This is an optimization exercise on Yosys and OpenROAD, whose aim is small area, not a production implementation. Function was checked by simulation only, so behaviour that the tests miss may differ from the original. Power is estimated from default activity; no workload was simulated.

==> design.v <==
module totd_40mhz(
		  input [1:0]  ENABLE40,
		  input        CLK120,
		  input        RST,
		  input [11:0] ADC0,
		  input [11:0] ADC1,
		  input [11:0] ADC2,
		  input [11:0] THRES0,
		  input [11:0] THRES1,
		  input [11:0] THRES2,
		  input [11:0] UP0,
		  input [11:0] UP1,
		  input [11:0] UP2,
		  input [2:0]  TRIG_ENABLE,
		  input [1:0]  MULTIPLICITY,
                  input [6:0]  OCCUPANCY,
                  input [5:0]  FD,
                  input [5:0]  FN,
                  input [11:0] INT,
		  output reg   TRIG
		  );
   wire ph_cap = (ENABLE40 == 2'd1);    
   wire ph_p0  = (ENABLE40 == 2'd2);    
   wire ph_p1  = (ENABLE40 == 2'd0);    
   reg [11:0] cap_x, cap_y, cap_z;
   reg        cap_v;                    
   always @(posedge CLK120) begin
      cap_z <= ADC2;
      cap_y <= ph_cap ? ADC1 : cap_z;
      cap_x <= ph_cap ? ADC0 : cap_y;
      if (ph_cap) cap_v <= !RST;
   end
   wire        sr = RST | !cap_v;        
   wire [11:0] x  = cap_x;
   reg [11:0] ap1, ap2, ap3;             
   reg [17:0] bl1, bl2, bl3;             
   reg [19:0] ia1, ia2, ia3;             
   reg        ic1, ic2, ic3;             
   reg [7:0]  oc1, oc2, oc3;             
   wire [11:0] y   = ap3;
   wire [17:0] bo  = bl3;
   wire [19:0] ao  = ia3;
   wire        co  = ic3;
   wire [7:0]  occ = oc3;
   reg [383:0] qline;
   reg [365:0] gline;
   reg [8:0]   cnt;                      
   reg [6:0]   wc;                       
   always @(posedge CLK120) begin
      if (RST)
        cnt <= 0;
      else if (cnt != 9'd384)
        cnt <= cnt + 1'b1;
   end
   wire g21  = gline[20]  & (cnt >= 9'd21);
   wire g366 = gline[365] & (cnt >= 9'd366);
   wire win_in  = qline[23]  & (cnt >= 9'd24);
   wire win_out = qline[383] & (cnt == 9'd384) & (wc == 7'd121);
   wire [17:0] dec_a = y * FD;
   wire [18:0] dec_b = {1'b0, x, 6'b0} - {1'b0, dec_a};
   wire [17:0] dec_c = dec_b[18] ? 18'd0 : dec_b[17:0];
   wire [23:0] dec_p = dec_c * FN;
   wire [23:0] dec_e = dec_p + 24'd512;
   wire [11:0] dec_y = dec_e[22] ? 12'd4095 : dec_e[21:10];
   wire [11:0] thr = ph_p0 ? THRES0 : ph_p1 ? THRES1 : THRES2;
   wire [11:0] up  = ph_p0 ? UP0    : ph_p1 ? UP1    : UP2;
   wire        en  = ph_p0 ? TRIG_ENABLE[0] : ph_p1 ? TRIG_ENABLE[1]
                   : TRIG_ENABLE[2];
   wire        qn  = !sr && en && (thr < dec_y) && (up >= dec_y);
   wire [19:0] delta = {2'b00, y, 6'b0} - {2'b00, bo};
   wire [19:0] ia_a  = (ao[19] | g366) ? 20'd0 :
                       co ? {1'b0, INT, 1'b0, 6'b0} : ao;
   wire        gn    = !sr && (ia_a[19:6] > {2'b00, INT});
   wire        cn    = ia_a[19:6] > {1'b0, INT, 1'b0};
   wire [19:0] ia_b  = ia_a + delta;
   wire [19:0] ia_c  = ia_b[19] ? 20'd0 :
                       ia_b - (ao[19] ? 20'd0 : 20'd32);
   wire [17:0] adcl = {x, 6'b0};
   wire [17:0] b_p1 = bo + 18'd64;
   wire [17:0] b_ph = bo + 18'd32;
   wire [17:0] b_m1 = bo - 18'd64;
   wire [17:0] b_mh = bo - 18'd32;
   reg  [17:0] bn;
   always @(*) begin
      if (adcl > b_p1)      bn = bo + 18'd4;
      else if (adcl > b_ph) bn = bo + 18'd2;
      else if (adcl > bo)   bn = bo + 18'd1;
      else if (adcl < b_m1) bn = bo - 18'd4;
      else if (adcl < b_mh) bn = bo - 18'd2;
      else if (adcl < bo)   bn = bo - 18'd1;
      else                  bn = bo;
   end
   wire       clr  = TRIG;              
   wire [7:0] occn = occ + win_in - win_out;
   wire       sbn  = !sr && (occ > {1'b0, OCCUPANCY}) && g21;
   always @(posedge CLK120) begin
      ap1 <= sr ? 12'd0 : x;
      bl1 <= sr ? 18'd0 : bn;
      ia1 <= sr ? 20'd0 : ia_c;
      ic1 <= sr ? 1'b0  : cn;
      oc1 <= (sr | clr) ? 8'd0 : occn;
      {ap3, ap2} <= {ap2, ap1};
      {bl3, bl2} <= {bl2, bl1};
      {ia3, ia2} <= {ia2, ia1};
      {ic3, ic2} <= {ic2, ic1};
      {oc3, oc2} <= {oc2, oc1};
      qline <= {qline[382:0], qn};
      gline <= {gline[364:0], gn};
   end
   always @(posedge CLK120) begin
      if (RST)
        wc <= 0;
      else if (ph_cap) begin
         if (clr)
           wc <= 7'd1;
         else if (wc != 7'd121)
           wc <= wc + 1'b1;
      end
   end
   reg sb_d1, sb_d2;
   reg trig_m, trig_now, trig_prev;
   always @(posedge CLK120) begin
      sb_d1 <= sbn;
      sb_d2 <= sb_d1;
      if (RST) begin
         trig_m <= 0;
         trig_now <= 0;
         trig_prev <= 0;
         TRIG <= 0;
      end else if (ph_cap) begin
         trig_m <= ({1'b0, sb_d2} + {1'b0, sb_d1} + {1'b0, sbn} >= MULTIPLICITY)
                   && (MULTIPLICITY != 2'd0);
         trig_now <= trig_m;
         trig_prev <= trig_now;
         TRIG <= trig_now && !trig_prev;
      end
   end
endmodule
==> run.sh <==
#!/bin/bash
# synth_recipe.tcl (not shown) runs the flow's synth.tcl, then flattens the netlist and writes it again
# the make line also repeats each setting of config.mk as NAME=value (left out here)
make -C /OpenROAD-flow-scripts/flow DESIGN_CONFIG=/design/flow/config.mk WORK_HOME=/design/flow/orfs CLKGATE_MAP_FILE= SYNTH_SCRIPT=/design/flow/synth_recipe.tcl finish
==> config.mk <==
export PLATFORM = sky130hd
export DESIGN_NAME = totd_40mhz
export DESIGN_NICKNAME = totd_40mhz
export VERILOG_FILES = /design/flow/design.v
export SDC_FILE = /design/flow/constraint.sdc
export NUM_CORES = 4
export LEC_CHECK = 0
export CAP_MARGIN = 20
export CORE_MARGIN = 2
export CORE_UTILIZATION = 45
export SLEW_MARGIN = 20
==> constraint.sdc <==
create_clock -name core_clock -period 8.3 [get_ports {CLK120}]
set_input_delay 1.6600 -clock core_clock [delete_from_list [all_inputs] [get_ports {CLK120}]]
set_output_delay 1.6600 -clock core_clock [all_outputs]
set_load 0.01 [all_outputs]
==> impl_metrics.json, run 1 <==
{
  "status": "failed layout checks",
  "so.violations": "negative setup slack",
  "required_ns": 8.85,
  "ys_warn_count": 1,
  "hold_buffers": 0,
  "clockRootBuffer": "clkbuf_16",
  "p_per_area_nw_per_um2": 418,
  "grt_max_degree": 52,
  "synth_area_leader_cell": "dfxtp_1",
  "synth.area.top_cells": "dfxtp_1 (58%), ha_1 (9.2%), fa_1 (7.0%)",
  "clk_pin_slew_ns": 0.07,
  "gp_congestion": 0.882,
  "cpMostUsedCell": "fa_1",
  "critPathSlowestCell": "fa_1",
  "portBuffers": 148,
  "combPwrFrac_pct": 46.8,
  "globalRouteOverflowTotal": 0,
  "fillers": 6346,
  "ys_seq_area_share_pct": 58.1,
  "finalWorstSetupSlack_ns": -2.54,
  "via_per_inst": 4.86,
  "clock_latency_ns": 0.65,
  "synth_edf_count": 1,
  "final_max_slew_viol_count": 0,
  "yosysTopAreaCellShare_pct": 58.1,
  "synth_nets": 3459,
  "clock_path_buffers": 3,
  "ios": 149,
  "dp.cells": 4185,
  "worstSetupPathType": "in2reg",
  "fin_area_sq_um": 42000,
  "power_leakage_nw": 18.2,
  "layout_common_cells": "dfxtp_1 (985), nand2_1 (254), ha_1 (228)",
  "fp.dieArea_sq_um": 77700,
  "post-route-period-util_pct": 131,
  "die_y_um": 279,
  "min_path_type": "reg2reg",
  "antenna_found_initial": 3,
  "finalSetupViolCount": 1,
  "period_minus_slack_ns": 10.84,
  "drc": 0,
  "utilization_pct": 56.3,
  "drt_wl_total_um": 73500,
  "crit_fanout": 7,
  "drive_above_1_share_pct": 14.6,
  "critPathLaunchType": "input port",
  "grt_usage_pct": 19.2,
  "intPower_mw": 11.6,
  "area_growth_pct": 23.6,
  "end_kind": "register",
  "core_area_sq_um": 74600,
  "cts_made_buffers": 90,
  "rows": 100,
  "arrival_ns": 11.39,
  "p_seq_share_pct": 28.8,
  "critPathMaxStageDelay_ns": 0.55,
  "dp_hpwl_um": 53700,
  "avgSynthCellArea_sq_um": 11.5,
  "cts_sinks": 986,
  "ant_nets": 0,
  "ys_async_sr_fraction_pct": 0,
  "total_power_mw": 17.6,
  "ff2ff_path_depth": 39,
  "die_w_um": 279,
  "tritoncts": "done",
  "synth.distinct_cells": 85,
  "timing.fmax_mhz": 92.3,
  "rsz0062_at_grt": "yes",
  "hold_viol": 0,
  "grt_pass1_vias": 22200,
  "postSynthCellCount": 2943,
  "syn-cell-area_sq_um": 34000,
  "slew_headroom_pct": 34.9,
  "multiInputGateArea_sq_um": 13800,
  "route.detailed.wl_per_inst_um": 16.8,
  "switching_share_pct": 33.9,
  "grt_first_pass_wirelength_um": 119000,
  "fin_cells": 4379,
  "clkPwrFrac_pct": 24.5,
  "switching_power_mw": 5.96,
  "layout_commonest_cell": "dfxtp_1",
  "vdd_drop_max_mv": 0.543,
  "start_util_pct": 45.5,
  "hold_depth": 0,
  "tightest_slew_ns": 0.967,
  "clock_skew_ns": 0.0379,
  "ys_ff_latch": 986,
  "synth_ff_type": "dfxtp_1",
  "drv_cap": 0,
  "first_pass_iters": 6,
  "drt_iter0_drc": 1037,
  "vias": 21300,
  "htreeDepth": 3,
  "post-place-ws_ns": -3.60,
  "ff_latch_area_sq_um": 19700,
  "dpl_cell_area_sq_um": 38100,
  "final_net_count": 3853
}
==> cell type report <==
class                      instances  share of cell area, %
sequential                       986                   47.0
multi-input combinational       1674                   32.8
timing repair buffer             373                   7.76
clock buffer                     117                   5.96
tap                              969                   2.89
inverter                         212                   1.90
clock inverter                    47                   1.67
antenna                            1                0.00596
==> cell usage after synthesis (7+ instances only) <==
| master | count |
|---|---|
| dfxtp_1 | 985 |
| nand2_1 | 266 |
| ha_1 | 249 |
| inv_1 | 204 |
| nor2_1 | 170 |
| fa_1 | 119 |
| a21oi_1 | 100 |
| xnor2_1 | 95 |
| nor3_1 | 78 |
| o21ai_0 | 72 |
| clkbuf_1 | 62 |
| a21o_1 | 55 |
| nand3_1 | 49 |
| mux2i_1 | 45 |
| and2_1 | 33 |
| xor2_1 | 29 |
| nand4_1 | 26 |
| and3_1 | 25 |
| nand2b_1 | 21 |
| nor2b_1 | 19 |
| nor4_1 | 18 |
| o21a_1 | 17 |
| a211oi_1 | 16 |
| or3_1 | 16 |
| o21bai_1 | 13 |
| a31oi_1 | 9 |
| or2_2 | 9 |
| clkinv_1 | 8 |
| o21ai_1 | 8 |
| o211ai_1 | 7 |
==> layer usage <==
metal | GRT usage (%) | up-vias | part of all wire (%)
met2 | 31.0 | 382 | 46
met5 | 0 | - | 0.037
met4 | 5.27 | 4 | 2.2
met1 | 26.6 | 10200 | 48
met3 | 3.47 | 124 | 4.6
li1 | - | 10600 | -
==> power by group through the flow <==
stage          logic [mW]  clock network (mW)  registers (mW)
2_1_floorplan        4.86                   0            5.11
3_3_place_gp         7.37                   0            5.15
3_5_place_dp         7.53                   0            5.15
4_1_cts              7.81                4.41            5.05
5_1_grt              9.28                4.61            5.07
6_report             8.21                4.30            5.05
==> logic make-up after synthesis <==
kind of cell,after synthesis,share of synthesized area (%)
DFF,986,58.1
and+or+nand+nor,760,10.5
AOI/OAI and AO/OA,374,7.36
adders and majority gates,368,16.2
buffers and inverters,283,3.15
xor gates and xnor gates,124,3.20
muxes,48,1.43
==> worst max-delay path: cells and delay by family <==
family	cells	cell delay, ns
buffers and inverters	6	0.78
AOI/OAI and AO/OA	11	2.06
muxes	1	0.10
and+or+nand+nor	12	2.41
adders and majority gates	11	4.38
==> metrics by stage <==
step | TNS, ns | hold WS, ns
floorplan | -2.63 | 0.310
global placement | -3.40 | 0.310
detailed placement | -3.60 | 0.312
CTS | -2.71 | 0.298
global route | -2.95 | 0.310
finish | -2.54 | 0.302
==> worst paths after layout <==
| kind | from | endpoint | slack, ns |
|---|---|---|---|
| max | FD[4] | qline[0]$_DFF_P_ | -2.54 |
| min | gline[201]$_DFF_P_ | gline[202]$_DFF_P_ | 0.30 |
| max reg2reg | ap3[7]$_DFF_P_ | qline[0]$_DFF_P_ | -1.81 |
| min reg2reg | gline[201]$_DFF_P_ | gline[202]$_DFF_P_ | 0.30 |
==> state kept, by name (all words and copies together) (netlist names), 9 cells and up <==
name / count
ap2: 12
bl2: 18
cnt: 9
cap_z: 12
gline: 366
qline: 384
bl1: 18
ia3: 20
ap3: 12
ap1: 12
bl3: 18
cap_x: 12
cap_y: 12
ia2: 20
ia1: 20
==> timing repair <==
item                                    CTS  global route
gates cloned                              1             1
buffers inserted                         12            15
endpoints found under the setup margin    1             1
pin swaps                                30            56
resized for setup                        37            65
==> inputs of run 2 (changes only) <==
--- a/design.v
+++ b/design.v
@@ -43,5 +43,5 @@
    wire        co  = ic3;
    wire [7:0]  occ = oc3;
-   reg [383:0] qline;
+   reg [382:0] qline;
    reg [365:0] gline;
    reg [8:0]   cnt;                      
@@ -50,22 +50,24 @@
       if (RST)
         cnt <= 0;
-      else if (cnt != 9'd384)
+      else if (cnt != 9'd383)
         cnt <= cnt + 1'b1;
    end
    wire g21  = gline[20]  & (cnt >= 9'd21);
    wire g366 = gline[365] & (cnt >= 9'd366);
-   wire win_in  = qline[23]  & (cnt >= 9'd24);
-   wire win_out = qline[383] & (cnt == 9'd384) & (wc == 7'd121);
+   wire win_in  = qline[22]  & (cnt >= 9'd23);
+   wire win_out = qline[382] & (cnt == 9'd383) & (wc == 7'd121);
    wire [17:0] dec_a = y * FD;
    wire [18:0] dec_b = {1'b0, x, 6'b0} - {1'b0, dec_a};
-   wire [17:0] dec_c = dec_b[18] ? 18'd0 : dec_b[17:0];
+   reg  [17:0] dec_c;
+   always @(posedge CLK120)
+     dec_c <= (sr | dec_b[18]) ? 18'd0 : dec_b[17:0];
    wire [23:0] dec_p = dec_c * FN;
    wire [23:0] dec_e = dec_p + 24'd512;
    wire [11:0] dec_y = dec_e[22] ? 12'd4095 : dec_e[21:10];
-   wire [11:0] thr = ph_p0 ? THRES0 : ph_p1 ? THRES1 : THRES2;
-   wire [11:0] up  = ph_p0 ? UP0    : ph_p1 ? UP1    : UP2;
-   wire        en  = ph_p0 ? TRIG_ENABLE[0] : ph_p1 ? TRIG_ENABLE[1]
+   wire [11:0] thr = ph_p1 ? THRES0 : ph_cap ? THRES1 : THRES2;
+   wire [11:0] up  = ph_p1 ? UP0    : ph_cap ? UP1    : UP2;
+   wire        en  = ph_p1 ? TRIG_ENABLE[0] : ph_cap ? TRIG_ENABLE[1]
                    : TRIG_ENABLE[2];
-   wire        qn  = !sr && en && (thr < dec_y) && (up >= dec_y);
+   wire        qn  = en && (thr < dec_y) && (up >= dec_y);
    wire [19:0] delta = {2'b00, y, 6'b0} - {2'b00, bo};
    wire [19:0] ia_a  = (ao[19] | g366) ? 20'd0 :
@@ -105,5 +107,5 @@
       {ic3, ic2} <= {ic2, ic1};
       {oc3, oc2} <= {oc2, oc1};
-      qline <= {qline[382:0], qn};
+      qline <= {qline[381:0], qn};
       gline <= {gline[364:0], gn};
    end
==> impl_metrics.json, run 2 <==
{
  "hold_viol": 0,
  "htreeDepth": 3,
  "rr_startpoint": "dec_c[4]$_SDFF_PP0_",
  "power_leakage_nw": 16.9,
  "critPathLaunchType": "input port",
  "cts_setup_buffers": 0,
  "portBuffers": 148,
  "synth_area_leader_cell": "dfxtp_1",
  "drt_iter0_drc": 1030,
  "avgSynthCellArea_sq_um": 11.8,
  "synth_ff_type": "dfxtp_1",
  "hold_buffers": 0,
  "synth_edf_count": 1,
  "crit_fanout": 10,
  "grt_max_degree": 52,
  "antenna_found_initial": 2,
  "rsz0062_at_grt": "no",
  "grt_pass1_vias": 20700,
  "synth.cells.most_frequent": "dfxtp_1 (1002), nand2_1 (255), ha_1 (248)",
  "grt_first_pass_wirelength_um": 112000,
  "layout_common_cells": "dfxtp_1 (1002), nand2_1 (255), ha_1 (248)",
  "vdd_drop_max_mv": 0.202,
  "cts_sinks": 1003,
  "final_max_slew_viol_count": 0,
  "finalSetupTns_ns": 0,
  "finalSetupViolCount": 0,
  "via_per_inst": 4.81,
  "final_net_count": 3570,
  "clock_skew_ns": 0.0587,
  "vias": 19700,
  "drt_wl_total_um": 68900,
  "synth_most_common_cell": "dfxtp_1",
  "die_w_um": 278,
  "ios": 149,
  "arrival_ns": 8.11,
  "synth.distinct_cells": 76,
  "ys_async_sr_fraction_pct": 0,
  "ys_ff_latch": 1003,
  "drc": 0,
  "synth.area.top_cells": "dfxtp_1 (59%), ha_1 (9.2%), fa_1 (7.0%)",
  "clockRootBuffer": "clkbuf_16",
  "total_power_mw": 12.0,
  "end_kind": "register",
  "layout_commonest_cell": "dfxtp_1",
  "grt_usage_pct": 18.2,
  "worstSetupPathType": "in2reg",
  "largest_reg_flops": 383,
  "ant_nets": 0,
  "clock_latency_ns": 0.66,
  "synth_nets": 3377,
  "fp.dieArea_sq_um": 77400,
  "gp_congestion": 0.891,
  "postSynthCellCount": 2862,
  "slew_headroom_pct": 26.6,
  "clock_path_buffers": 3,
  "cts.repair.resized": 0,
  "cts_made_buffers": 92,
  "worstHoldEndpoint": "gline[242]$_DFF_P_",
  "ff2ff_path_depth": 24,
  "globalRouteOverflowTotal": 0,
  "yosysTopAreaCellShare_pct": 59.3,
  "period_minus_slack_ns": 7.61,
  "drive_above_1_share_pct": 6.23,
  "tightest_slew_ns": 1.10,
  "min_path_type": "reg2reg",
  "worst_hold_startpoint": "gline[241]$_DFF_P_",
  "status": "complete, no violations",
  "dp_hpwl_um": 49400,
  "die_y_um": 278,
  "fillers": 6329,
  "rrSetupSlack_ns": 1.98,
  "tritoncts": "done",
  "biggestRegsByFlops": "qline (383), gline (366)",
  "start_util_pct": 45.5,
  "largest-register": "qline",
  "ys_warn_count": 1,
  "syn-cell-area_sq_um": 33800,
  "timing.fmax_mhz": 131,
  "required_ns": 8.80,
  "clk_pin_slew_ns": 0.06,
  "area_growth_pct": 17.4,
  "hold_depth": 0,
  "rows": 100,
  "core_area_sq_um": 74400,
  "p_per_area_nw_per_um2": 302,
  "first_pass_iters": 5,
  "r2r_end": "qline[0]$_DFF_P_",
  "ys_seq_area_share_pct": 59.4,
  "route.detailed.wl_per_inst_um": 16.8,
  "drv_cap": 0,
  "post-route-period-util_pct": 91.7
}
## run 2: cell types whose count changed in the layout (fill, tap and decap cells not counted), sizes merged, moves of 15 or more
cell,previous run,this run
inv,211,187
dfxtp,985,1002
nor3,78,38
buf,225,14
a21o,55,39
and2,34,117
xnor2,95,110
nand3,49,30
## run 2: kinds of logic (layout without fill, tap and decap cells)
logic type               after synthesis  after routing  share of synthesized area, %
AND/OR/NAND/NOR                      724            724                          10.3
adder cells (fa/ha/maj)              367            367                          16.2
other                                  0              3                             0
flip-flops                          1003           1003                          59.4
multiplexers                          45             45                          1.37
AO/OA/AOI/OAI                        343            343                          6.53
buffers and inverters                246            516                          2.75
XOR/XNOR                             134            134                          3.49
## run 2: power breakdown
part	internal (mW)	total, mW	switching, mW
Clock	2.61	4.42	1.81
Combinational	1.02	2.41	1.39
Sequential	5.04	5.18	0.141
## run 2: how the worst max path moves through the flow
stage	start	to	slack [ns]	depth (start not counted)
final	FN[1]	qline[0]$_DFF_P_	0.69	25
after global routing	FN[1]	qline[0]$_DFF_P_	0.35	25
after CTS	FN[1]	qline[0]$_DFF_P_	0.75	25
after detailed placement	FN[1]	qline[0]$_DFF_P_	0.11	25
after global placement	FN[1]	qline[0]$_DFF_P_	0.20	25
after floorplan	FN[5]	qline[0]$_DFF_P_	0.97	24
## run 2: cell type report
| class | instances | area, sq um | share of cell area, % |
|---|---|---|---|
| Antenna cell | 3 | 7.51 | 0.0189 |
| Tap cell | 969 | 1210 | 3.05 |
| Clock inverter | 39 | 661 | 1.66 |
| Multi-Input combinational cell | 1613 | 12800 | 32.3 |
| Clock buffer | 132 | 2660 | 6.70 |
| Timing Repair Buffer | 161 | 1570 | 3.96 |
| Inverter | 184 | 691 | 1.74 |
| Sequential cell | 1003 | 20100 | 50.6 |
## run 2: worst max-delay path, cell delays in order
cell and delay, ns:
clkdlybuf4s50_1 0.67, buf_4 0.24, and2_1 0.15, fa_1 0.42
fa_1 0.47, fa_1 0.52, fa_1 0.43, ha_1 0.32
a21oi_1 0.19, o21a_2 0.19, o21ai_2 0.10, a221o_1 0.40
a221oi_4 0.28, xnor2_2 0.10, or2_2 0.31, ha_1 0.28
nand2b_1 0.14, a21o_1 0.17, a21oi_1 0.14, nor2b_1 0.06
o21ai_0 0.16, nand2b_1 0.09, a21oi_1 0.20, a2111oi_0 0.15
o211a_1 0.25
## run 2: per-layer routing
layer  track usage (%)  vias to the layer above  share of wire [%]  routed length, um
li1                  -                     9830                  -                  -
met1              25.3                     9440                 48              33400
met2              29.0                      351                 45              30900
met3              3.06                      123                4.0               2760
met4              5.45                        0                2.6               1800
met5                 0                        -                  0                  0
## run 2: per-stage QoR
step	hold WS (ns)	std cells	area [sq um]	utilization, %	setup WS [ns]
floorplan	0.310	2862	33800	-	0.967
global placement	0.310	3930	36400	48.9	0.196
detailed placement	0.312	3930	36400	48.9	0.111
CTS	0.277	4101	39700	53.4	0.745
global route	0.286	4101	39700	53.4	0.352
finish	0.285	4104	39700	53.4	0.691
==> inputs of run 3 (changes only) <==
--- a/design.v
+++ b/design.v
@@ -78,19 +78,22 @@
    wire [19:0] ia_c  = ia_b[19] ? 20'd0 :
                        ia_b - (ao[19] ? 20'd0 : 20'd32);
-   wire [17:0] adcl = {x, 6'b0};
-   wire [17:0] b_p1 = bo + 18'd64;
-   wire [17:0] b_ph = bo + 18'd32;
-   wire [17:0] b_m1 = bo - 18'd64;
-   wire [17:0] b_mh = bo - 18'd32;
-   reg  [17:0] bn;
-   always @(*) begin
-      if (adcl > b_p1)      bn = bo + 18'd4;
-      else if (adcl > b_ph) bn = bo + 18'd2;
-      else if (adcl > bo)   bn = bo + 18'd1;
-      else if (adcl < b_m1) bn = bo - 18'd4;
-      else if (adcl < b_mh) bn = bo - 18'd2;
-      else if (adcl < bo)   bn = bo - 18'd1;
-      else                  bn = bo;
-   end
+   wire [18:0] bd   = {1'b0, x, 6'b0} - {1'b0, bo};
+   wire        bneg = bd[18];
+   wire        xnz  = |x;
+   wire gt64 = !bneg && (|bd[17:7] || (bd[6] && |bd[5:0]));
+   wire gt32 = !bneg && (|bd[17:6] || (bd[5] && |bd[4:0]));
+   wire lt64 = bneg && !(&bd[17:6]);
+   wire lt32 = bneg && !(&bd[17:5]);
+   wire bc1 = (&bo[17:6]) ? xnz : gt64;                     
+   wire bc2 = (&bo[17:5]) ? xnz : gt32;                     
+   wire bc3 = !bneg && (|bd[17:0]);                         
+   wire bc4 = (~|bo[17:6]) ? !((&x) && (bo == 18'd0)) : lt64;  
+   wire bc5 = (~|bo[17:5]) | lt32;                          
+   wire bc6 = bneg;                                         
+   wire       bup  = bc1 | bc2 | bc3;
+   wire       bdn  = !bup & (bc4 | bc5 | bc6);
+   wire [2:0] bmag = bc1 ? 3'd4 : bc2 ? 3'd2 : bc3 ? 3'd1 :
+                     bc4 ? 3'd4 : bc5 ? 3'd2 : bc6 ? 3'd1 : 3'd0;
+   wire [17:0] bn  = bo + (bdn ? -{15'd0, bmag} : {15'd0, bmag});
    wire       clr  = TRIG;              
    wire [7:0] occn = occ + win_in - win_out;
--- a/config.mk
+++ b/config.mk
@@ -9,3 +9,4 @@
 export CORE_MARGIN = 2
 export CORE_UTILIZATION = 45
+export CTS_BUF_LIST = sky130_fd_sc_hd__clkbuf_8
 export SLEW_MARGIN = 20
==> impl_metrics.json, run 3 <==
{
  "required_ns": 8.94,
  "cts_sinks": 1003,
  "ios": 149,
  "clockRootBuffer": "clkbuf_8",
  "drt_iter0_drc": 855,
  "cts_made_buffers": 149,
  "synth.area.top_cells": "dfxtp_1 (61%), ha_1 (8.0%), fa_1 (7.3%)",
  "layout_commonest_cell": "dfxtp_1",
  "first_pass_iters": 7,
  "cts.repair.resized": 0,
  "power_leakage_nw": 16.5,
  "hold_viol": 0,
  "avgSynthCellArea_sq_um": 12.1,
  "die_y_um": 274,
  "p_per_area_nw_per_um2": 291,
  "layout_common_cells": "dfxtp_1 (1002), nand2_1 (238), ha_1 (211)",
  "slew_headroom_pct": 33.5,
  "worstSetupPathType": "in2reg",
  "grt_max_degree": 51,
  "synth_most_common_cell": "dfxtp_1",
  "clk_pin_slew_ns": 0.06,
  "drc": 0,
  "grt_usage_pct": 16.4,
  "period_minus_slack_ns": 7.49,
  "timing.fmax_mhz": 134,
  "status": "complete, no violations",
  "antenna_found_initial": 7,
  "synth_nets": 3191,
  "postSynthCellCount": 2712,
  "rsz0062_at_grt": "no",
  "tightest_slew_ns": 0.991,
  "crit_fanout": 14,
  "gp_congestion": 0.847,
  "grt_first_pass_wirelength_um": 98900,
  "fp.dieArea_sq_um": 75200,
  "finalSetupViolCount": 0,
  "route.detailed.wl_per_inst_um": 14.8,
  "drt_wl_total_um": 59900,
  "synth_area_leader_cell": "dfxtp_1",
  "cpMostUsedCell": "a21o_1",
  "via_per_inst": 4.73,
  "vias": 19100,
  "biggestRegsByFlops": "qline (383), gline (366)",
  "dp_hpwl_um": 41900,
  "largest-register": "qline",
  "die_w_um": 274,
  "ant_nets": 0,
  "portBuffers": 148,
  "syn-cell-area_sq_um": 32900,
  "synth.distinct_cells": 85,
  "final_max_slew_viol_count": 0,
  "synth_edf_count": 1,
  "hold_buffers": 0,
  "clock_latency_ns": 0.77,
  "synth_ff_type": "dfxtp_1",
  "area_growth_pct": 17.2,
  "drive_above_1_share_pct": 8.60,
  "start_util_pct": 45.3,
  "end_kind": "register",
  "post-route-period-util_pct": 90.2,
  "critPathMaxStageDelay_ns": 0.66,
  "arrival_ns": 8.13,
  "clock_skew_ns": 0.0449,
  "htreeDepth": 4,
  "tritoncts": "done",
  "finalWorstSetupSlack_ns": 0.812,
  "final_net_count": 3459,
  "ys_async_sr_fraction_pct": 0,
  "largest_reg_flops": 383,
  "post-place-ws_ns": 0.0308,
  "critPathSlowestCell": "clkdlybuf4s50_1",
  "finalSetupTns_ns": 0,
  "critPathLaunchType": "input port",
  "ys_ff_latch": 1003,
  "globalRouteOverflowTotal": 0,
  "clock_path_buffers": 3,
  "rows": 99,
  "vdd_drop_max_mv": 0.193,
  "grt_pass1_vias": 19700,
  "synth.cells.most_frequent": "dfxtp_1 (1002), nand2_1 (238), ha_1 (211)",
  "yosysTopAreaCellShare_pct": 61.1,
  "cts_setup_buffers": 0,
  "min_path_type": "reg2reg",
  "drv_cap": 0,
  "ys_warn_count": 1,
  "ys_seq_area_share_pct": 61.1,
  "core_area_sq_um": 72600
}
[run 3: worst paths after layout]
path | from | slack, ns | cells past startpoint | endpoint
worst max-delay path | FN[2] | 0.81 | 26 | qline[0]$_DFF_P_
worst min register to register | ap2[11]$_DFF_P_ | 0.29 | 0 | ap3[11]$_DFF_P_
worst min-delay path | ap2[11]$_DFF_P_ | 0.29 | 0 | ap3[11]$_DFF_P_
worst max register to register | cap_x[3]$_DFF_P_ | 1.42 | 23 | bl1[16]$_SDFF_PP0_
[run 3: layout make-up]
class / count / area, sq um
fillers: 6337 / 34100
flip-flops and latches: 1003 / 20100
multi-input cells: 1497 / 12000
clock buffers: 180 / 2480
repair buffers: 164 / 1600
well taps: 959 / 1200
inverters: 165 / 619
clock inverters: 74 / 556
diodes: 1 / 2.50
[run 3: power breakdown]
group          internal [mW]  switching, mW  total (mW)
Sequential              5.02          0.118        5.14
Clock                   2.12           1.81        3.93
Combinational          0.952           1.17        2.12
[run 3: worst max-delay path, delay by kind of cell]
| kind | cells | cell delay (ns) |
|---|---|---|
| AOI/OAI and AO/OA | 13 | 2.29 |
| adders and majority gates | 6 | 2.60 |
| buffers and inverters | 3 | 1.09 |
| and+or+nand+nor | 4 | 0.49 |
[run 3: logic make-up (layout without fill, tap and decap cells)]
family                     after synthesis  in the layout  share of synthesized area [%]
xor gates and xnor gates                94             94                           2.53
DFF                                   1003           1003                           61.1
AOI/OAI and AO/OA                      343            343                           7.10
buffers and inverters                  212            583                           2.46
and+or+nand+nor                        688            688                           10.2
other                                    0              1                              0
muxes                                   41             41                           1.25
adders and majority gates              331            331                           15.3
[run 3: through the flow]
stage / util, % / total power, mW / cell area, sq um / hold slack (ns) / cells
finish: 53.0 / 11.2 / 38500 / 0.291 / 4043
global placement: 48.9 / 7.34 / 35500 / 0.310 / 3788
CTS: 53.0 / 11.4 / 38500 / 0.286 / 4042
global route: 53.0 / 11.9 / 38500 / 0.307 / 4043
detailed placement: 48.9 / 7.37 / 35500 / 0.312 / 3788
floorplan: - / 6.80 / 32900 / 0.310 / 2712
[run 3: layer usage]
layer,up-vias,track usage (%),share of wire [%]
met5,-,0,0.045
met4,4,6.34,2.3
met3,114,4.41,6.3
met2,470,24.7,43
met1,8998,22.4,49
li1,9553,-,-
==> inputs of run 4 (changes only) <==
--- a/config.mk
+++ b/config.mk
@@ -9,4 +9,3 @@
 export CORE_MARGIN = 2
 export CORE_UTILIZATION = 45
-export CTS_BUF_LIST = sky130_fd_sc_hd__clkbuf_8
 export SLEW_MARGIN = 20
==> impl_metrics.json, run 4 <==
{
  "htreeDepth": 3,
  "largest_reg_flops": 383,
  "synth_area_leader_cell": "dfxtp_1",
  "synth_most_common_cell": "dfxtp_1",
  "ys_seq_area_share_pct": 61.1,
  "vias": 18800,
  "worstSetupPathType": "in2reg",
  "clockRootBuffer": "clkbuf_16",
  "yosysTopAreaCellShare_pct": 61.1,
  "clock_path_buffers": 3,
  "r2r_end": "bl1[16]$_SDFF_PP0_",
  "clock_skew_ns": 0.0411,
  "synth-xor-area-share_pct": 2.53,
  "portBuffers": 148,
  "layout_commonest_cell": "dfxtp_1",
  "start_util_pct": 45.3,
  "min_path_type": "reg2reg",
  "worst_hold_startpoint": "qline[133]$_DFF_P_",
  "antenna_cells": 0,
  "status": "complete, no violations",
  "globalRouteOverflowTotal": 0,
  "synth_edf_count": 1,
  "synth.mux.area_fraction_pct": 1.25,
  "critPathSlowestCell": "clkdlybuf4s50_1",
  "finalSetupTns_ns": 0,
  "route.detailed.wl_per_inst_um": 15.0,
  "die_y_um": 274,
  "synth_nets": 3191,
  "drt_iter0_drc": 888,
  "hold_viol": 0,
  "layout_common_cells": "dfxtp_1 (1002), nand2_1 (238), ha_1 (211)",
  "final_net_count": 3403,
  "grt_usage_pct": 16.0,
  "grt_max_degree": 51,
  "slew_headroom_pct": 32.4,
  "synth.cells.most_frequent": "dfxtp_1 (1002), nand2_1 (238), ha_1 (211)",
  "critPathMaxStageDelay_ns": 0.65,
  "hold_buffers": 0,
  "rows": 99,
  "ff2ff_path_depth": 24,
  "worstHoldEndpoint": "qline[134]$_DFF_P_",
  "clock_latency_ns": 0.65,
  "critPathLaunchType": "input port",
  "synth.distinct_cells": 85,
  "ios": 149,
  "synth-simple-area-share_pct": 10.2,
  "ys_async_sr_fraction_pct": 0,
  "ys_ff_latch": 1003,
  "syn-cell-area_sq_um": 32900,
  "tritoncts": "done",
  "die_w_um": 274,
  "finalSetupViolCount": 0,
  "biggestRegsByFlops": "qline (383), gline (366)",
  "largest-register": "qline",
  "synth-compound-area-share_pct": 7.10,
  "gp_congestion": 0.847,
  "postSynthCellCount": 2712,
  "fp.dieArea_sq_um": 75200,
  "cts_setup_buffers": 0,
  "power_leakage_nw": 16.4,
  "hold_depth": 0,
  "end_kind": "register",
  "post-route-period-util_pct": 91.6,
  "dp_hpwl_um": 41900,
  "clk_pin_slew_ns": 0.07,
  "vdd_drop_max_mv": 0.223,
  "ys_warn_count": 1,
  "drc": 0,
  "tightest_slew_ns": 1.01,
  "cts_made_buffers": 93,
  "synthAdderAreaFrac_pct": 15.3,
  "final_max_slew_viol_count": 0,
  "cts.repair.resized": 0,
  "drive_above_1_share_pct": 6.90,
  "arrival_ns": 8.11,
  "utilization_pct": 53.3,
  "area_growth_pct": 17.7,
  "p_per_area_nw_per_um2": 299,
  "drv_cap": 0,
  "ant_nets": 0,
  "synth.area.top_cells": "dfxtp_1 (61%), ha_1 (8.0%), fa_1 (7.3%)",
  "grt_pass1_vias": 19300,
  "synth_top_family_by_area": "adder cells",
  "antenna_found_initial": 6,
  "period_minus_slack_ns": 7.60,
  "critPathLaunch": "FN[2]",
  "via_per_inst": 4.76,
  "required_ns": 8.81,
  "cpMostUsedCell": "a21o_1",
  "rrSetupSlack_ns": 1.44,
  "first_pass_iters": 5,
  "rr_startpoint": "cap_x[1]$_DFF_P_",
  "rsz0062_at_grt": "no",
  "synth_ff_type": "dfxtp_1",
  "core_area_sq_um": 72600,
  "avgSynthCellArea_sq_um": 12.1,
  "fillers": 6247,
  "timing.fmax_mhz": 132,
  "cts_sinks": 1003,
  "drt_wl_total_um": 59400,
  "grt_first_pass_wirelength_um": 97600,
  "crit_fanout": 14
}
-- run 4: metal layers --
| metal | up-vias | share of wire [%] | wire [um] | global-route usage (%) |
|---|---|---|---|---|
| li1 | 9435 | - | - | - |
| met1 | 8849 | 49 | 29200 | 22.4 |
| met2 | 440 | 43 | 25400 | 24.8 |
| met3 | 109 | 5.9 | 3500 | 3.56 |
| met4 | 4 | 2.2 | 1300 | 5.11 |
| met5 | - | 0.045 | 27 | 0 |
-- run 4: area by class of cell --
| class | count | area, sq um | area share [%] |
|---|---|---|---|
| flip-flops and latches | 1003 | 20100 | 51.9 |
| multi-input cells | 1497 | 12000 | 30.9 |
| clock buffers | 129 | 2660 | 6.89 |
| repair buffers | 164 | 1600 | 4.14 |
| well taps | 959 | 1200 | 3.10 |
| inverters | 165 | 619 | 1.60 |
| clock inverters | 43 | 549 | 1.42 |
-- run 4: worst max-delay path: cells and delay by family --
family / cells / cell delay, ns
fa+ha+maj: 6 / 2.60
compound gates: 13 / 2.28
buf+inv: 3 / 1.07
simple gates: 4 / 0.49
-- run 4: cells by family after synthesis --
logic type               count (synthesis)
AND/OR/NAND/NOR                        688
flip-flops                            1003
multiplexers                            41
AO/OA/AOI/OAI                          343
adder cells (fa/ha/maj)                331
XOR/XNOR                                94
buffers and inverters                  212
-- run 4: worst max-delay path by stage --
| stage | to | slack (ns) | cells after the start |
|---|---|---|---|
| finish | qline[0]$_DFF_P_ | 0.70 | 26 |
| global route | qline[0]$_DFF_P_ | 0.29 | 26 |
| CTS | qline[0]$_DFF_P_ | 0.71 | 26 |
| detailed placement | qline[0]$_DFF_P_ | 0.03 | 28 |
| global placement | qline[0]$_DFF_P_ | 0.10 | 26 |
| floorplan | qline[0]$_DFF_P_ | 0.71 | 26 |
-- run 4: power by group --
part / internal, mW / switching (mW)
Clock: 2.52 / 1.78
Combinational: 0.951 / 1.17
Sequential: 5.02 / 0.119
-- run 4: per-stage QoR --
stage,area [sq um],hold WS (ns),power (mW),worst slack [ns],cells
after detailed placement,35500,0.312,7.37,0.0308,3788
final,38700,0.291,11.6,0.699,3960
after global placement,35500,0.310,7.34,0.100,3788
after floorplan,32900,0.310,6.80,0.713,2712
after global routing,38700,0.308,12.2,0.293,3960
after CTS,38700,0.290,11.7,0.714,3960
==> inputs of run 5 (changes only) <==
--- a/config.mk
+++ b/config.mk
@@ -9,3 +9,6 @@
 export CORE_MARGIN = 2
 export CORE_UTILIZATION = 45
+export CTS_BUF_LIST = sky130_fd_sc_hd__clkbuf_4
+export CTS_CLUSTER_DIAMETER = 50
+export CTS_CLUSTER_SIZE = 12
 export SLEW_MARGIN = 20
==> impl_metrics.json, run 5 <==
{
  "antenna_found_initial": 9,
  "via_per_inst": 4.77,
  "ff2ff_path_depth": 24,
  "layout_commonest_cell": "dfxtp_1",
  "drt_iter0_drc": 809,
  "cts_setup_buffers": 0,
  "fp.dieArea_sq_um": 75200,
  "power_leakage_nw": 15.5,
  "grt_pass1_vias": 19100,
  "switching_share_pct": 29.1,
  "synth_nets": 3191,
  "combPwrFrac_pct": 22.4,
  "ios": 149,
  "largest_reg_flops": 383,
  "p_per_area_nw_per_um2": 260,
  "htreeDepth": 3,
  "biggestRegsByFlops": "qline (383), gline (366)",
  "syn-cell-area_sq_um": 32900,
  "min_path_type": "reg2reg",
  "worstSetupPathType": "in2reg",
  "yosysTopAreaCellShare_pct": 61.1,
  "clock_skew_ns": 0.0527,
  "clkPwrFrac_pct": 23.7,
  "synth.cells.most_frequent": "dfxtp_1 (1002), nand2_1 (238), ha_1 (211)",
  "drv_cap": 0,
  "largest-register": "qline",
  "synth_most_common_cell": "dfxtp_1",
  "ys_ff_latch": 1003,
  "critPathLaunchType": "input port",
  "synth_ff_type": "dfxtp_1",
  "globalRouteOverflowTotal": 0,
  "rrSetupSlack_ns": 1.43,
  "vias": 18700,
  "status": "complete, no violations",
  "slew_headroom_pct": 33.8,
  "layout_common_cells": "dfxtp_1 (1002), nand2_1 (238), ha_1 (211)",
  "finalSetupViolCount": 0,
  "drc": 0,
  "postSynthCellCount": 2712,
  "grt_usage_pct": 15.9,
  "cts.repair.resized": 0,
  "route.detailed.wl_per_inst_um": 14.9,
  "crit_fanout": 14,
  "die_y_um": 274,
  "ys_seq_area_share_pct": 61.1,
  "drive_above_1_share_pct": 6.21,
  "cts_made_buffers": 103,
  "tightest_slew_ns": 0.987,
  "clock_latency_ns": 0.89,
  "synth.distinct_cells": 85,
  "ys_warn_count": 1,
  "drt_wl_total_um": 58500,
  "vdd_drop_max_mv": 0.170,
  "cts_sinks": 1003,
  "intPower_mw": 6.74,
  "clockRootBuffer": "clkbuf_4",
  "timing.fmax_mhz": 135,
  "gp_congestion": 0.847,
  "hold_viol": 0,
  "ant_nets": 0,
  "grt_max_degree": 51,
  "synth.area.top_cells": "dfxtp_1 (61%), ha_1 (8.0%), fa_1 (7.3%)",
  "die_w_um": 274,
  "rsz0062_at_grt": "no",
  "first_pass_iters": 5,
  "rows": 99,
  "synth_edf_count": 1,
  "dp_hpwl_um": 41900,
  "ys_async_sr_fraction_pct": 0,
  "synth_area_leader_cell": "dfxtp_1",
  "grt_first_pass_wirelength_um": 96600,
  "hold_buffers": 0,
  "finalSetupTns_ns": 0,
  "whs_ns": 0.294,
  "portBuffers": 148,
  "arrival_ns": 8.14,
  "post-route-period-util_pct": 89.0,
  "tritoncts": "done",
  "required_ns": 9.05,
  "final_net_count": 3413,
  "end_kind": "register",
  "period_minus_slack_ns": 7.39,
  "core_area_sq_um": 72600,
  "avgSynthCellArea_sq_um": 12.1,
  "final_max_slew_viol_count": 0,
  "hold_depth": 0,
  "switching_power_mw": 2.76,
  "area_growth_pct": 11.5,
  "clk_pin_slew_ns": 0.11,
  "start_util_pct": 45.3,
  "clock_path_buffers": 3,
  "p_seq_share_pct": 54.0
}
## run 5: cell counts after synthesis
Identical to the previous run, type by type.
## run 5: layout make-up
type                    count  area (sq um)
fillers                  6471         36000
multi-input cells        1497         12000
inverters                 165           619
diodes                      4          10.0
clock buffers             107           803
well taps                 959          1200
flip-flops and latches   1003         20100
clock inverters            28           338
repair buffers            164          1600
## run 5: cell families (layout without fill, tap and decap cells)
family,Yosys count,in the layout,share of synthesized area (%)
DFF,1003,1003,61.1
and+or+nand+nor,688,688,10.2
AOI/OAI and AO/OA,343,343,7.10
adders and majority gates,331,331,15.3
buffers and inverters,212,464,2.46
xor gates and xnor gates,94,94,2.53
muxes,41,41,1.25
other,0,4,0
## run 5: path summary, 6_finish.rpt
kind,startpoint,end
max,FN[2],qline[0]$_DFF_P_
min,gline[332]$_DFF_P_,gline[333]$_DFF_P_
max reg2reg,cap_x[3]$_DFF_P_,bl1[16]$_SDFF_PP0_
min reg2reg,gline[332]$_DFF_P_,gline[333]$_DFF_P_
## run 5: power groups by stage
stage | Sequential (mW) | Clock [mW] | Combinational [mW]
2_1_floorplan | 5.18 | 0 | 1.63
3_3_place_gp | 5.24 | 0 | 2.09
3_5_place_dp | 5.24 | 0 | 2.12
4_1_cts | 5.14 | 2.37 | 2.15
5_1_grt | 5.16 | 2.57 | 2.44
6_report | 5.13 | 2.25 | 2.12
## run 5: layer usage
layer / global-route usage, % / wire length [um] / share of wire, % / up-vias
met5: 0 / 41 / 0.070 / -
met4: 5.15 / 1440 / 2.5 / 6
met3: 3.71 / 3400 / 5.8 / 113
met2: 24.1 / 24700 / 42 / 421
met1: 22.3 / 28900 / 49 / 8770
li1: - / - / - / 9435
## run 5: worst max-delay path: stages
cell and delay, ns:
clkdlybuf4s50_1 0.67, and2_1 0.28, fa_1 0.52, fa_1 0.44, fa_1 0.52, fa_1 0.49, ha_1 0.34, a21o_1 0.19
nand2_1 0.06, o21ai_0 0.13, a221o_1 0.38, buf_4 0.17, a21o_1 0.15, a211oi_1 0.26, buf_4 0.24, nor2_1 0.07
ha_1 0.29, a21o_1 0.16, a21o_1 0.17, a21o_1 0.17, a21o_1 0.18, a21oi_1 0.16, o21ai_0 0.11, a21o_1 0.18
nand4_1 0.08, a211oi_1 0.05
## run 5: metrics by stage
step	power [mW]	std cells	utilization (%)	area, sq um	worst slack, ns
final	9.50	3927	50.4	36600	0.914
after global routing	10.2	3927	50.4	36600	0.617
after CTS	9.66	3923	50.4	36600	1.03
after detailed placement	7.37	3788	48.9	35500	0.0308
after global placement	7.34	3788	48.9	35500	0.100
after floorplan	6.80	2712	-	32900	0.713
==> inputs of run 6 (changes only) <==
--- a/config.mk
+++ b/config.mk
@@ -11,4 +11,4 @@
 export CTS_BUF_LIST = sky130_fd_sc_hd__clkbuf_4
 export CTS_CLUSTER_DIAMETER = 50
-export CTS_CLUSTER_SIZE = 12
+export CTS_CLUSTER_SIZE = 10
 export SLEW_MARGIN = 20
==> impl_metrics.json, run 6 <==
{
  "tritoncts": "done",
  "synth_nets": 3191,
  "cts.repair.resized": 0,
  "min_path_type": "reg2reg",
  "clockRootBuffer": "clkbuf_4",
  "final_max_slew_viol_count": 0,
  "ys_seq_area_share_pct": 61.1,
  "synth.area.top_cells": "dfxtp_1 (61%), ha_1 (8.0%), fa_1 (7.3%)",
  "p_per_area_nw_per_um2": 258,
  "drt_iter0_drc": 899,
  "via_per_inst": 4.79,
  "layout_commonest_cell": "dfxtp_1",
  "area_growth_pct": 11.4,
  "gp_congestion": 0.847,
  "clock_skew_ns": 0.107,
  "die_y_um": 274,
  "grt_usage_pct": 15.9,
  "crit_family": "adder cells",
  "biggestRegsByFlops": "qline (383), gline (366)",
  "layout_common_cells": "dfxtp_1 (1002), nand2_1 (238), ha_1 (211)",
  "route.detailed.wl_per_inst_um": 14.9,
  "clk_pin_slew_ns": 0.10,
  "cts_setup_buffers": 0,
  "drt_wl_total_um": 58600,
  "fp.dieArea_sq_um": 75200,
  "slew_headroom_pct": 33.3,
  "ys_warn_count": 1,
  "grt_max_degree": 51,
  "largest-register": "qline",
  "first_pass_iters": 5,
  "syn-cell-area_sq_um": 32900,
  "status": "complete, no violations",
  "ff2ff_path_depth": 24,
  "cts_made_buffers": 117,
  "finalSetupViolCount": 0,
  "path_buf_inv": 3,
  "arrival_ns": 8.10,
  "ios": 149,
  "finalSetupTns_ns": 0,
  "synth_most_common_cell": "dfxtp_1",
  "cts_sinks": 1003,
  "whs_ns": 0.271,
  "period_minus_slack_ns": 7.33,
  "clock_latency_ns": 0.88,
  "rsz0062_at_grt": "no",
  "postSynthCellCount": 2712,
  "crit_fanout": 14,
  "synth_area_leader_cell": "dfxtp_1",
  "drc": 0,
  "start_util_pct": 45.3,
  "hold_buffers": 0,
  "core_area_sq_um": 72600,
  "clock_path_buffers": 3,
  "die_w_um": 274,
  "cpMostUsedCell": "a21o_1",
  "ant_nets": 0,
  "vdd_drop_max_mv": 0.147,
  "worstSetupPathType": "in2reg",
  "critPathLaunchType": "input port",
  "ys_async_sr_fraction_pct": 0,
  "critPathMaxStageDelay_ns": 0.65,
  "grt_first_pass_wirelength_um": 97000,
  "power_leakage_nw": 15.5,
  "drv_cap": 0,
  "hold_depth": 0,
  "avgSynthCellArea_sq_um": 12.1,
  "dp_hpwl_um": 41900,
  "antenna_found_initial": 9,
  "vias": 18800,
  "post-route-period-util_pct": 88.3,
  "critPathSlowestCell": "clkdlybuf4s50_1",
  "synth.cells.most_frequent": "dfxtp_1 (1002), nand2_1 (238), ha_1 (211)",
  "required_ns": 9.07,
  "ys_ff_latch": 1003,
  "largest_reg_flops": 383,
  "hold_viol": 0,
  "synth_edf_count": 1,
  "rows": 99,
  "grt_pass1_vias": 19300,
  "end_kind": "register",
  "synth.distinct_cells": 85,
  "cp_num_cells": 26,
  "timing.fmax_mhz": 136,
  "htreeDepth": 3,
  "tightest_slew_ns": 0.995,
  "synth_ff_type": "dfxtp_1",
  "drive_above_1_share_pct": 6.49,
  "globalRouteOverflowTotal": 0,
  "portBuffers": 148,
  "yosysTopAreaCellShare_pct": 61.1,
  "final_net_count": 3427
}
## run 6: changes by cell type in the layout (fill, tap and decap cells not counted), sizes merged
| cell | previous run | this run |
|---|---|---|
| clkinvlp | 1 | 4 |
| diode | 4 | 2 |
| clkinv | 12 | 10 |
| bufinv | 4 | 2 |
| clkbuf | 107 | 122 |
| inv | 176 | 171 |
## run 6: path summary, 6_finish.rpt
path              slack (ns)            endpoint               start
hold reg to reg         0.27  gline[215]$_DFF_P_  gline[214]$_DFF_P_
hold / removal          0.27  gline[215]$_DFF_P_  gline[214]$_DFF_P_
setup reg to reg        1.48  bl1[16]$_SDFF_PP0_    cap_x[1]$_DFF_P_
setup / recovery        0.97    qline[0]$_DFF_P_               FN[2]
## run 6: kinds of logic after synthesis
| group | after synthesis | share of synthesized area, % |
|---|---|---|
| muxes | 41 | 1.25 |
| xor gates and xnor gates | 94 | 2.53 |
| DFF | 1003 | 61.1 |
| and+or+nand+nor | 688 | 10.2 |
| adders and majority gates | 331 | 15.3 |
| AOI/OAI and AO/OA | 343 | 7.10 |
| buffers and inverters | 212 | 2.46 |
## run 6: area by class of cell
cell class / instances / area (sq um)
tap: 959 / 1200
multi-input combinational: 1497 / 12000
antenna: 2 / 5.00
fill: 6464 / 36000
inverter: 165 / 619
clock buffer: 122 / 916
clock inverter: 22 / 196
timing repair buffer: 164 / 1600
sequential: 1003 / 20100
## run 6: per-stage QoR
| stage | cells | util [%] | setup slack [ns] | instance area, sq um | power, mW |
|---|---|---|---|---|---|
| 5_1_grt | 3934 | 50.4 | 0.623 | 36600 | 10.1 |
| 3_3_place_gp | 3788 | 48.9 | 0.100 | 35500 | 7.34 |
| 2_1_floorplan | 2712 | - | 0.713 | 32900 | 6.80 |
| 3_5_place_dp | 3788 | 48.9 | 0.0308 | 35500 | 7.37 |
| 6_report | 3934 | 50.4 | 0.971 | 36600 | 9.45 |
| 4_1_cts | 3932 | 50.4 | 1.06 | 36600 | 9.62 |
## run 6: layer usage
metal | routed length (um) | track usage, % | vias to the layer above | share of wire, %
met5 | 36 | 0 | - | 0.061
met4 | 1240 | 5.55 | 6 | 2.1
met3 | 3500 | 3.61 | 99 | 6.0
met2 | 25000 | 24.3 | 426 | 43
met1 | 28800 | 22.2 | 8843 | 49
li1 | - | - | 9453 | -
## run 6: report_power, final
group | internal, mW | switching [mW] | total (mW)
logic | 0.951 | 1.17 | 2.12
registers | 5.01 | 0.117 | 5.13
clock network | 0.766 | 1.43 | 2.20
==> inputs of run 7 (changes only) <==
==> flow/run.sh (new file) <==
#!/bin/bash
export BUFFER_PORTS_ARGS="-buffer_cell sky130_fd_sc_hd__buf_1"
bash standard.sh > standard.log 2>&1
==> standard.sh (new file) <==
#!/bin/bash
# synth_recipe.tcl (not shown) runs the flow's synth.tcl, then flattens the netlist and writes it again
# the make line also repeats each setting of config.mk as NAME=value (left out here)
make -C /OpenROAD-flow-scripts/flow DESIGN_CONFIG=/design/flow/config.mk WORK_HOME=/design/flow/orfs CLKGATE_MAP_FILE= SYNTH_SCRIPT=/design/flow/synth_recipe.tcl "${@:-finish}"
removed: run.sh
==> impl_metrics.json, run 7 <==
{
  "core_area_sq_um": 72600,
  "clock_latency_ns": 0.89,
  "start_util_pct": 45.3,
  "total_power_mw": 9.42,
  "synth_area_leader_cell": "dfxtp_1",
  "critPathMaxStageDelay_ns": 0.62,
  "globalRouteOverflowTotal": 0,
  "required_ns": 9.00,
  "vdd_drop_max_mv": 0.155,
  "finalWorstSetupSlack_ns": 0.885,
  "antenna_found_initial": 5,
  "finalSetupViolCount": 0,
  "drt_iter0_drc": 791,
  "first_pass_iters": 5,
  "final_max_slew_viol_count": 0,
  "path_buf_inv": 3,
  "final_net_count": 3420,
  "dp_hpwl_um": 41100,
  "yosysTopAreaCellShare_pct": 61.1,
  "post-route-period-util_pct": 89.3,
  "synth.cells.most_frequent": "dfxtp_1 (1002), nand2_1 (238), ha_1 (211)",
  "worst_hold_startpoint": "gline[205]$_DFF_P_",
  "biggestRegsByFlops": "qline (383), gline (366)",
  "drv_cap": 0,
  "ff2ff_path_depth": 23,
  "synth_most_common_cell": "dfxtp_1",
  "end_kind": "register",
  "largest-register": "qline",
  "drc": 0,
  "period_minus_slack_ns": 7.41,
  "synth_edf_count": 1,
  "cts_setup_buffers": 0,
  "drive_above_1_share_pct": 6.25,
  "layout_common_cells": "dfxtp_1 (1002), nand2_1 (238), ha_1 (211)",
  "avgSynthCellArea_sq_um": 12.1,
  "timing.fmax_mhz": 135,
  "synth.area.top_cells": "dfxtp_1 (61%), ha_1 (8.0%), fa_1 (7.3%)",
  "cts_sinks": 1003,
  "cpMostUsedCell": "a21o_1",
  "grt_usage_pct": 15.8,
  "ys_ff_latch": 1003,
  "worstHoldEndpoint": "gline[206]$_DFF_P_",
  "layout_commonest_cell": "dfxtp_1",
  "ys_async_sr_fraction_pct": 0,
  "fp.dieArea_sq_um": 75200,
  "p_per_area_nw_per_um2": 264,
  "via_per_inst": 4.83,
  "ys_seq_area_share_pct": 61.1,
  "grt_pass1_vias": 19400,
  "grt_first_pass_wirelength_um": 95800,
  "drt_wl_total_um": 57700,
  "synth_ff_type": "dfxtp_1",
  "hold_viol": 0,
  "min_path_type": "reg2reg",
  "p_seq_share_pct": 54.6,
  "critPathSlowestCell": "buf_1",
  "combPwrFrac_pct": 22.0,
  "gp_congestion": 0.870,
  "switching_share_pct": 28.7,
  "arrival_ns": 8.12,
  "area_growth_pct": 8.45,
  "die_y_um": 274,
  "status": "complete, no violations",
  "hold_buffers": 0,
  "route.detailed.wl_per_inst_um": 14.7,
  "clock_skew_ns": 0.0831,
  "rows": 99,
  "tightest_slew_ns": 0.856,
  "ys_warn_count": 1,
  "fillers": 6583,
  "postSynthCellCount": 2712,
  "worstSetupPathType": "in2reg",
  "htreeDepth": 3,
  "crit_fanout": 18,
  "rr_startpoint": "cap_x[1]$_DFF_P_",
  "switching_power_mw": 2.70,
  "post-place-ws_ns": 0.172,
  "finalSetupTns_ns": 0,
  "intPower_mw": 6.72,
  "synth.distinct_cells": 85,
  "slew_headroom_pct": 42.9,
  "rrSetupSlack_ns": 1.32,
  "die_w_um": 274,
  "cts_made_buffers": 114,
  "critPathLaunchType": "input port",
  "clockRootBuffer": "clkbuf_4",
  "largest_reg_flops": 383,
  "cts.repair.resized": 0,
  "vias": 18900,
  "clkPwrFrac_pct": 23.4,
  "crit_family": "compound AO/OA/AOI/OAI gates",
  "power_leakage_nw": 15.0,
  "syn-cell-area_sq_um": 32900,
  "grt_max_degree": 51,
  "ios": 149,
  "clk_pin_slew_ns": 0.10,
  "ant_nets": 0,
  "r2r_end": "bl1[16]$_SDFF_PP0_",
  "tritoncts": "done",
  "synth_nets": 3191,
  "portBuffers": 148,
  "hold_depth": 0,
  "rsz0062_at_grt": "no",
  "clock_path_buffers": 3
}
## run 7: per-layer routing
| layer | global-route usage [%] | vias to the layer above | wire length, um |
|---|---|---|---|
| li1 | - | 9465 | - |
| met1 | 21.1 | 8931 | 27400 |
| met2 | 24.9 | 438 | 25300 |
| met3 | 3.50 | 109 | 3430 |
| met4 | 6.16 | 6 | 1550 |
| met5 | 0 | - | 35 |
## run 7: cell families (layout without fill, tap and decap cells)
group,count (synthesis),count (layout),synth area share (%)
buf+inv,212,461,2.46
xor+xnor,94,94,2.53
fa+ha+maj,331,331,15.3
compound gates,343,343,7.10
mux,41,41,1.25
other cells,0,2,0
flops,1003,1003,61.1
simple gates,688,688,10.2
## run 7: worst register-to-register path, stage by stage (launching register included)
cell and delay [ns]:
dfxtp_1 0.73, ha_1 0.47, a21o_1 0.26, o2bb2ai_1 0.23, a221oi_1 0.53, mux2i_1 0.33, and4b_1 0.30, nand4_1 0.15
a211oi_1 0.46, and2_1 0.22, inv_1 0.05, ha_1 0.20, ha_1 0.17, nor2b_1 0.54, ha_1 0.37, inv_1 0.12
o21bai_1 0.09, a21o_1 0.21, a21oi_1 0.20, o21ai_0 0.16, o41ai_1 0.59, o21ai_0 0.23, xnor2_1 0.17, nor2_1 0.05
## run 7: metrics by stage
step	instance area [sq um]	instances	utilization, %	hold slack [ns]
global placement	34500	3783	47.5	0.310
finish	35600	3922	49.1	0.278
detailed placement	34500	3783	47.5	0.312
floorplan	32900	2712	-	0.310
CTS	35600	3919	49.1	0.262
global route	35600	3922	49.1	0.279
## run 7: worst max path at each step
stage / startpoint / end / slack [ns] / depth (start not counted)
5_1_grt: FN[2] / qline[0]$_DFF_P_ / 0.64 / 25
4_1_cts: FN[2] / qline[0]$_DFF_P_ / 1.11 / 27
6_report: FN[2] / qline[0]$_DFF_P_ / 0.89 / 27
3_5_place_dp: FN[2] / qline[0]$_DFF_P_ / 0.17 / 27
3_3_place_gp: FN[2] / qline[0]$_DFF_P_ / 0.27 / 25
2_1_floorplan: FN[5] / qline[0]$_DFF_P_ / 0.71 / 26
## run 7: power by group through the flow
stage	Combinational [mW]	Sequential [mW]	Clock [mW]
6_report	2.07	5.14	2.21
5_1_grt	2.37	5.16	2.55
4_1_cts	2.09	5.14	2.34
3_5_place_dp	2.06	5.25	0
3_3_place_gp	2.01	5.25	0
2_1_floorplan	1.63	5.18	0
## run 7: final cells by class
| cell class | count | area, sq um | share of cell area [%] |
|---|---|---|---|
| well taps | 959 | 1200 | 3.37 |
| inverters | 165 | 619 | 1.74 |
| diodes | 2 | 5.00 | 0.0140 |
| repair buffers | 160 | 656 | 1.84 |
| clock buffers | 119 | 893 | 2.51 |
| flip-flops and latches | 1003 | 20100 | 56.4 |
| multi-input cells | 1497 | 12000 | 33.6 |
| clock inverters | 17 | 210 | 0.590 |
==> inputs of run 8 (changes only) <==
--- a/design.v
+++ b/design.v
@@ -23,4 +23,14 @@
    wire ph_p0  = (ENABLE40 == 2'd2);    
    wire ph_p1  = (ENABLE40 == 2'd0);    
+   function gt13(input [12:0] a, input [12:0] b);
+      integer i;
+      reg c;
+      begin
+         c = 1'b0;
+         for (i = 0; i < 13; i = i + 1)
+           c = (a[i] & ~b[i]) | (a[i] & c) | (~b[i] & c);
+         gt13 = c;
+      end
+   endfunction
    reg [11:0] cap_x, cap_y, cap_z;
    reg        cap_v;                    
@@ -69,13 +79,14 @@
    wire        en  = ph_p1 ? TRIG_ENABLE[0] : ph_cap ? TRIG_ENABLE[1]
                    : TRIG_ENABLE[2];
-   wire        qn  = en && (thr < dec_y) && (up >= dec_y);
-   wire [19:0] delta = {2'b00, y, 6'b0} - {2'b00, bo};
-   wire [19:0] ia_a  = (ao[19] | g366) ? 20'd0 :
-                       co ? {1'b0, INT, 1'b0, 6'b0} : ao;
-   wire        gn    = !sr && (ia_a[19:6] > {2'b00, INT});
-   wire        cn    = ia_a[19:6] > {1'b0, INT, 1'b0};
-   wire [19:0] ia_b  = ia_a + delta;
-   wire [19:0] ia_c  = ia_b[19] ? 20'd0 :
-                       ia_b - (ao[19] ? 20'd0 : 20'd32);
+   wire        qn  = en && gt13({1'b0, dec_y}, {1'b0, thr}) &&
+                     !gt13({1'b0, dec_y}, {1'b0, up});
+   wire        ia_r  = ao[19] | g366;    
+   wire [19:0] ia_a  = ia_r ? 20'd0 : co ? {1'b0, INT, 1'b0, 6'b0} : ao;
+   wire        gn    = !sr && !ia_r &&
+                       (co ? (INT != 12'd0) : gt13(ao[18:6], {1'b0, INT}));
+   wire        cn    = !ia_r && !co && gt13(ao[18:6], {INT, 1'b0});
+   wire [19:0] ia_b  = ia_a + {2'b00, y, 6'b0} - {2'b00, bo};
+   wire [14:0] ia_h  = ia_b[19:5] - {14'd0, !ao[19]};      
+   wire [19:0] ia_c  = ia_b[19] ? 20'd0 : {ia_h, ia_b[4:0]};
    wire [18:0] bd   = {1'b0, x, 6'b0} - {1'b0, bo};
    wire        bneg = bd[18];
@@ -98,5 +109,5 @@
    wire       clr  = TRIG;              
    wire [7:0] occn = occ + win_in - win_out;
-   wire       sbn  = !sr && (occ > {1'b0, OCCUPANCY}) && g21;
+   wire       sbn  = !sr && gt13({5'd0, occ}, {6'd0, OCCUPANCY}) && g21;
    always @(posedge CLK120) begin
       ap1 <= sr ? 12'd0 : x;
==> impl_metrics.json, run 8 <==
{
  "ys_seq_area_share_pct": 62.6,
  "route.detailed.wl_per_inst_um": 14.6,
  "clock_latency_ns": 0.88,
  "antenna_found_initial": 4,
  "ys_warn_count": 1,
  "drive_above_1_share_pct": 5.52,
  "ios": 149,
  "whs_ns": 0.294,
  "critPathMaxStageDelay_ns": 0.68,
  "final_net_count": 3326,
  "finalSetupViolCount": 0,
  "clockRootBuffer": "clkbuf_4",
  "intPower_mw": 7.22,
  "htreeDepth": 3,
  "fin_area_sq_um": 34900,
  "clock_path_buffers": 3,
  "critPathLaunchType": "register",
  "postSynthCellCount": 2673,
  "slew_headroom_pct": 34.7,
  "utilization_pct": 49.5,
  "p_per_area_nw_per_um2": 302,
  "die_w_um": 271,
  "clock_skew_ns": 0.0570,
  "end_kind": "register",
  "required_ns": 9.05,
  "synth_ff_type": "dfxtp_1",
  "timing.fmax_mhz": 133,
  "avgSynthCellArea_sq_um": 12.0,
  "post-route-period-util_pct": 90.6,
  "largest-register": "qline",
  "tritoncts": "done",
  "grt_usage_pct": 15.6,
  "arrival_ns": 8.27,
  "vias": 18300,
  "rsz0062_at_grt": "no",
  "grt_pass1_vias": 18900,
  "gp_congestion": 0.854,
  "synth.area.top_cells": "dfxtp_1 (62%), fa_1 (8.2%), ha_1 (5.8%)",
  "layout_common_cells": "dfxtp_1 (1002), nand2_1 (260), inv_1 (210)",
  "rrSetupSlack_ns": 0.78,
  "synth.distinct_cells": 75,
  "syn-cell-area_sq_um": 32100,
  "first_pass_iters": 5,
  "vdd_drop_max_mv": 0.177,
  "ys_async_sr_fraction_pct": 0,
  "post-place-ws_ns": 0.464,
  "globalRouteOverflowTotal": 0,
  "fp.dieArea_sq_um": 73500,
  "finalWorstSetupSlack_ns": 0.780,
  "synth.cells.most_frequent": "dfxtp_1 (1002), nand2_1 (260), inv_1 (210)",
  "yosysTopAreaCellShare_pct": 62.5,
  "dp.cells": 3720,
  "drc": 0,
  "switching_power_mw": 3.30,
  "cts_made_buffers": 114,
  "final_max_slew_viol_count": 0,
  "synth_most_common_cell": "dfxtp_1",
  "synth_edf_count": 1,
  "die_y_um": 271,
  "total_power_mw": 10.5,
  "ant_nets": 0,
  "dpl_cell_area_sq_um": 33700,
  "hold_buffers": 0,
  "grt_first_pass_wirelength_um": 93500,
  "portBuffers": 148,
  "cts_sinks": 1003,
  "power_leakage_nw": 14.5,
  "clkPwrFrac_pct": 21.7,
  "core_area_sq_um": 70400,
  "via_per_inst": 4.74,
  "hold_viol": 0,
  "dp_hpwl_um": 39900,
  "drt_wl_total_um": 56400,
  "finalSetupTns_ns": 0,
  "area_growth_pct": 8.61,
  "p_seq_share_pct": 49.9,
  "start_util_pct": 45.6,
  "rows": 97,
  "status": "complete, no violations",
  "combPwrFrac_pct": 28.4,
  "min_path_type": "reg2reg",
  "tightest_slew_ns": 0.979,
  "synth_area_leader_cell": "dfxtp_1",
  "worstSetupPathType": "reg2reg",
  "switching_share_pct": 31.4,
  "synth_nets": 3103,
  "fin_cells": 3858,
  "period_minus_slack_ns": 7.52,
  "clk_pin_slew_ns": 0.11,
  "critPathSlowestCell": "dfxtp_1",
  "crit_fanout": 7,
  "biggestRegsByFlops": "qline (383), gline (366)",
  "cts_setup_buffers": 0,
  "drt_iter0_drc": 808,
  "grt_max_degree": 53,
  "drv_cap": 0,
  "cpMostUsedCell": "ha_1",
  "ys_ff_latch": 1003,
  "cts.repair.resized": 0,
  "layout_commonest_cell": "dfxtp_1",
  "largest_reg_flops": 383
}
-- run 8: cell count changes after synthesis, sizes merged, moves of 17 or more --
cell	previous run	this run
a21o	52	19
inv	164	210
maj3	0	20
nand2	238	260
a21oi	78	95
ha	211	150
-- run 8: cell families after synthesis --
logic type                 share of synthesized area (%)
xor gates and xnor gates                            2.32
DFF                                                 62.6
muxes                                               1.07
adders and majority gates                           14.7
buffers and inverters                               3.03
and+or+nand+nor                                     10.3
AOI/OAI and AO/OA                                   6.04
-- run 8: worst max-delay path, delay by kind of cell, from the launching register on --
kind                       cells  cell delay [ns]
buffers and inverters          1             0.14
AOI/OAI and AO/OA             14             3.10
adders and majority gates      4             1.12
DFF                            1             0.68
and+or+nand+nor                7             2.17
xor gates and xnor gates       1             0.19
-- run 8: worst paths after layout --
| check | cells past startpoint | to | start |
|---|---|---|---|
| max | 27 | bl1[16]$_SDFF_PP0_ | cap_x[0]$_DFF_P_ |
| min | 0 | qline[109]$_DFF_P_ | qline[108]$_DFF_P_ |
| max reg2reg | 27 | bl1[16]$_SDFF_PP0_ | cap_x[0]$_DFF_P_ |
| min reg2reg | 0 | qline[109]$_DFF_P_ | qline[108]$_DFF_P_ |
-- run 8: routing by layer --
metal | GRT usage, % | part of all wire, % | vias up
li1 | - | - | 9126
met1 | 20.1 | 46 | 8624
met2 | 25.8 | 46 | 391
met3 | 3.37 | 4.7 | 129
met4 | 6.16 | 3.0 | 6
met5 | 0 | 0.053 | -
-- run 8: power by group through the flow --
| stage | sequential [mW] | combinational (mW) | clock [mW] |
|---|---|---|---|
| floorplan | 5.28 | 2.40 | 0 |
| global placement | 5.36 | 2.92 | 0 |
| detailed placement | 5.36 | 2.98 | 0 |
| CTS | 5.26 | 3.01 | 2.41 |
| global route | 5.29 | 3.42 | 2.61 |
| finish | 5.25 | 2.99 | 2.28 |
-- run 8: cell type report --
class                   instances  area, sq um
multi-input cells            1412        11100
clock inverters                17          255
well taps                     940         1180
inverters                     210          788
clock buffers                 120          901
diodes                          1         2.50
fillers                      6399        35500
repair buffers                155          611
flip-flops and latches       1003        20100

Setup slack of run 8, layout unchanged: 0.780 ns with ideal ports, 0.780 ns with driving cells assumed (clock clkbuf_16, inputs buf_2), 0.412 ns with port delays also shifted by the 0.900 ns mid clock arrival.
